What follows belongs to an exercise in optimizing a design on an open flow for small area and a short achievable clock period; a production flow would make more cautious choices.
Only simulation tests tie the RTL to the original design; equivalence was not proved.

==> flow/design.v <==
module Aoi222 (
	input 		s0, d0, s1, d1, s2, d2,
	output 	wire 	y
);
assign y = ~((s0 & d0) | (s1 & d1) | (s2 & d2));
endmodule  
module RdBit (
	input 		[31:1] 	sel,
	input 		[31:1] 	d,
	output 	wire 		q
);
wire [10:0] n;
genvar k;
generate for (k = 0; k < 10; k = k + 1) begin : grp
	Aoi222 aoi(
		.s0(sel[3*k+1]), .d0(d[3*k+1]),
		.s1(sel[3*k+2]), .d1(d[3*k+2]),
		.s2(sel[3*k+3]), .d2(d[3*k+3]),
		.y(n[k])
	);
end endgenerate
assign n[10] = ~(sel[31] & d[31]);
assign q = ~&n;
endmodule  
module RegRead (
	input 		[31:1] 	sela,
	input 		[31:1] 	selb,
	input 		[1023:32] regbits,
	output 	wire [31:0] busA,
	output 	wire [31:0] busB
);
genvar b, r;
generate for (b = 0; b < 32; b = b + 1) begin : col
	wire [31:1] colbits;
	for (r = 1; r < 32; r = r + 1) begin : c
		assign colbits[r] = regbits[32*r + b];
	end
	RdBit rda(.sel(sela), .d(colbits), .q(busA[b]));
	RdBit rdb(.sel(selb), .d(colbits), .q(busB[b]));
end endgenerate
endmodule  
module Hold (
	input 		we, wen, d, q,
	output 	wire 	y
);
assign y = (we & d) | (wen & q);
endmodule  
module RegFile (
	input 					clk,
	input 					regwr,
	input 			[4:0] 	ra,
	input 			[4:0] 	rb,
	input 			[4:0] 	rw,
	input 			[31:0] 	busW,
	output 	wire 	[31:0] 	busA,
	output 	wire 	[31:0] 	busB
);
reg  [31:0] regs [1:31];
wire [31:1] sela, selb;
wire [1023:32] regbits;
genvar g, b;
generate for (g = 1; g < 32; g = g + 1) begin : row
	assign sela[g] = (ra == g);
	assign selb[g] = (rb == g);
	assign regbits[32*g +: 32] = regs[g];
	wire we = regwr & (rw == g);
	wire [31:0] nxt;
	for (b = 0; b < 32; b = b + 1) begin : bt
		Hold h(.we(we), .wen(~we), .d(busW[b]), .q(regs[g][b]), .y(nxt[b]));
	end
	always @(posedge clk)
		regs[g] <= nxt;
end endgenerate
RegRead rd(
	.sela(sela),
	.selb(selb),
	.regbits(regbits),
	.busA(busA),
	.busB(busB)
);
endmodule  
module rv32is(
	input 			clock,
	input 			reset,
	output 	[31:0] 	imemaddr,
	input  	[31:0] 	imemdataout,
	output 	[31:0] 	dmemaddr,
	input  	[31:0] 	dmemdataout,
	output 	[31:0] 	dmemdatain,
	output 	[2:0]	dmemop,
	output			dmemwe,
	output 	[31:0] 	dbgdata
);
function [31:0] rev32(input [31:0] x);
	integer k;
	for (k = 0; k < 32; k = k + 1) rev32[k] = x[31 - k];
endfunction
reg 	[31:1] 	pc1;
wire 	[31:0] 	pc = {pc1, 1'b0};
wire 	[31:0] 	instr = imemdataout;
wire 	[6:0] 	op = instr[6:0];
wire 	[2:0] 	func3 = instr[14:12];
wire memwr    = ~op[6] & op[5] & ~op[4];
wire mem2reg  = ~op[6] & ~op[5] & ~op[4];
wire regwr    = ~(op[5] & ~op[4] & ~op[2]);
wire jump     = op[6] & op[2];
wire jal      = op[3];
wire jalr     = op[6] & op[2] & ~op[3];
wire branch   = op[6] & ~op[2];
wire lui      = op[4] & op[2] & op[5];
wire auipc    = op[4] & op[2] & ~op[5];
wire bsrc_reg = op[5] & op[4];
wire imm_s    = op[5] & ~op[6];
wire aluop    = op[4] & ~op[2];
wire [2:0] alufunc = aluop ? func3 : 3'b000;
wire sub      = aluop & ((func3 == 3'b000 & op[5] & instr[30]) | (func3[2:1] == 2'b01));
wire arith    = instr[30];
wire [31:0] immIS = {{20{instr[31]}}, instr[31:25], imm_s ? instr[11:7] : instr[24:20]};
wire [31:0] immU  = {instr[31:12], 12'b0};
wire [31:0] immB  = {{20{instr[31]}}, instr[7], instr[30:25], instr[11:8], 1'b0};
wire [31:0] immJ  = {{12{instr[31]}}, instr[19:12], instr[20], instr[30:21], 1'b0};
wire [31:0] immPC = instr[4] ? immU : (jal ? immJ : immB);
wire [31:0] busA, busB, busW;
RegFile myregfile(
	.clk(clock),
	.regwr(regwr),
	.ra(instr[19:15]),
	.rb(instr[24:20]),
	.rw(instr[11:7]),
	.busW(busW),
	.busA(busA),
	.busB(busB)
);
wire [31:0] alub = bsrc_reg ? busB : immIS;
wire [31:0] sum  = busA + (alub ^ {32{sub}}) + {31'b0, sub};
wire        pcrel = op[6] ? ~op[2] | op[3] : op[2];    
wire [31:0] addr = (pcrel ? pc : busA) + (pcrel ? immPC : immIS);
wire diffsign = busA[31] ^ alub[31];
wire lts = diffsign ? busA[31] : sum[31];
wire ltu = diffsign ? alub[31] : sum[31];
wire [4:0]  shamt = alub[4:0];
wire [31:0] shsrc = ~func3[2] ? rev32(busA) : busA;
wire        fill  = arith & busA[31];
wire [31:0] s0 = shamt[0] ? {{ 1{fill}}, shsrc[31:1]} : shsrc;
wire [31:0] s1 = shamt[1] ? {{ 2{fill}}, s0[31:2]}  : s0;
wire [31:0] s2 = shamt[2] ? {{ 4{fill}}, s1[31:4]}  : s1;
wire [31:0] s3 = shamt[3] ? {{ 8{fill}}, s2[31:8]}  : s2;
wire [31:0] s4 = shamt[4] ? {{16{fill}}, s3[31:16]} : s3;
reg [31:0] aluresult;
always @(*) begin
	case (alufunc)
		3'b000: aluresult = sum;
		3'b001: aluresult = rev32(s4);
		3'b010: aluresult = {31'b0, lts};
		3'b011: aluresult = {31'b0, ltu};
		3'b100: aluresult = busA ^ alub;
		3'b101: aluresult = s4;
		3'b110: aluresult = busA | alub;
		default: aluresult = busA & alub;
	endcase
end
wire beq  = (busA == busB);
wire bltu = (busA < busB);
wire blt  = (busA[31] ^ busB[31]) ? busA[31] : bltu;
reg  bcond;
always @(*) begin
	case (func3[2:1])
		2'b00: bcond = beq;
		2'b10: bcond = blt;
		default: bcond = bltu;
	endcase
end
wire taken = bcond ^ func3[0];
wire [31:0] target = addr;
wire [31:0] pc4 = {pc[31:2] + 30'd1, pc[1:0]};
reg [31:0] wbsel;
always @(*) begin
	case ({lui | jump, auipc | jump})
		2'b00: wbsel = aluresult;
		2'b01: wbsel = target;
		2'b10: wbsel = immU;
		default: wbsel = pc4;
	endcase
end
assign busW = mem2reg ? dmemdataout : wbsel;
wire [31:0] seqtgt = (jal | (branch & taken)) ? target : pc4;
wire [31:0] nxtpc = reset ? 32'b0 : (jalr ? {addr[31:1], 1'b0} : seqtgt);
assign imemaddr = nxtpc;
assign dbgdata = pc;
assign dmemaddr = addr;
assign dmemdatain = busB;
assign dmemop = func3;
assign dmemwe = memwr;
always @(posedge clock)
	pc1 <= nxtpc[31:1];
endmodule  
clock: 17.0 ns
lec_check: 0
cap_margin: 20
core_margin: 2
core_utilization: 55
setup_slack_margin: 5
slew_margin: 20
synth_hierarchical: 1
synth_memory_max_bits: 2048
run.sh (not shown) runs the stock make flow with config.mk's settings and CLKGATE_MAP_FILE= SYNTH_SCRIPT=/design/flow/synth_recipe.tcl, a recipe that flattens the netlist after the stock synthesis.
The baseline finished with timing, DRC and antenna clean.
==> next run, changes <==
- CORE_UTILIZATION: 55 -> 45
- CTS_CLUSTER_DIAMETER: not set -> 100
- CTS_CLUSTER_SIZE: not set -> 30
The changed run passed the timing, design-rule and antenna checks.
Worst setup slack is worse by 0.032 ns.
Non-clock buffer count rises by 30.
Die area climbs by about a fifth.
Sequential share of layout area increases by 0.54 points.

[separate check: timing with driven ports]
No port has a modelled driver above. Below, the same layouts with a new extraction and two added sets of constraints. Step 1 sets driving cells, clkbuf_16 on the clock port and buf_2 on the other inputs (assumed; they add their load-dependent delay and slew). Step 2 times the ports against the registers' clock, not the clock port: input delays grow and output delays shrink by t, the midpoint of the rising clock arrivals with the driver on. Slacks: ideal / step 1 / step 2; pairs: ideal / step 1.
run | t, ns | setup slack, ns | hold WS [ns] | slew at the worst register clock pin (ns) | worst slew at a driven data input, ns
the first run | 0.817 | 4.709 / 4.667 / 4.489 | 0.496 / 0.496 / 0.496 | 0.07 / 0.07 | 0.10
the second run | 0.773 | 4.677 / 4.593 / 4.593 | 0.509 / 0.509 / 0.509 | 0.12 / 0.12 | 0.16
After both steps every run listed still meets setup and hold. The setup slack of the first run, which loses most, moves by -0.042 ns with the drivers and by -0.220 ns with both steps.
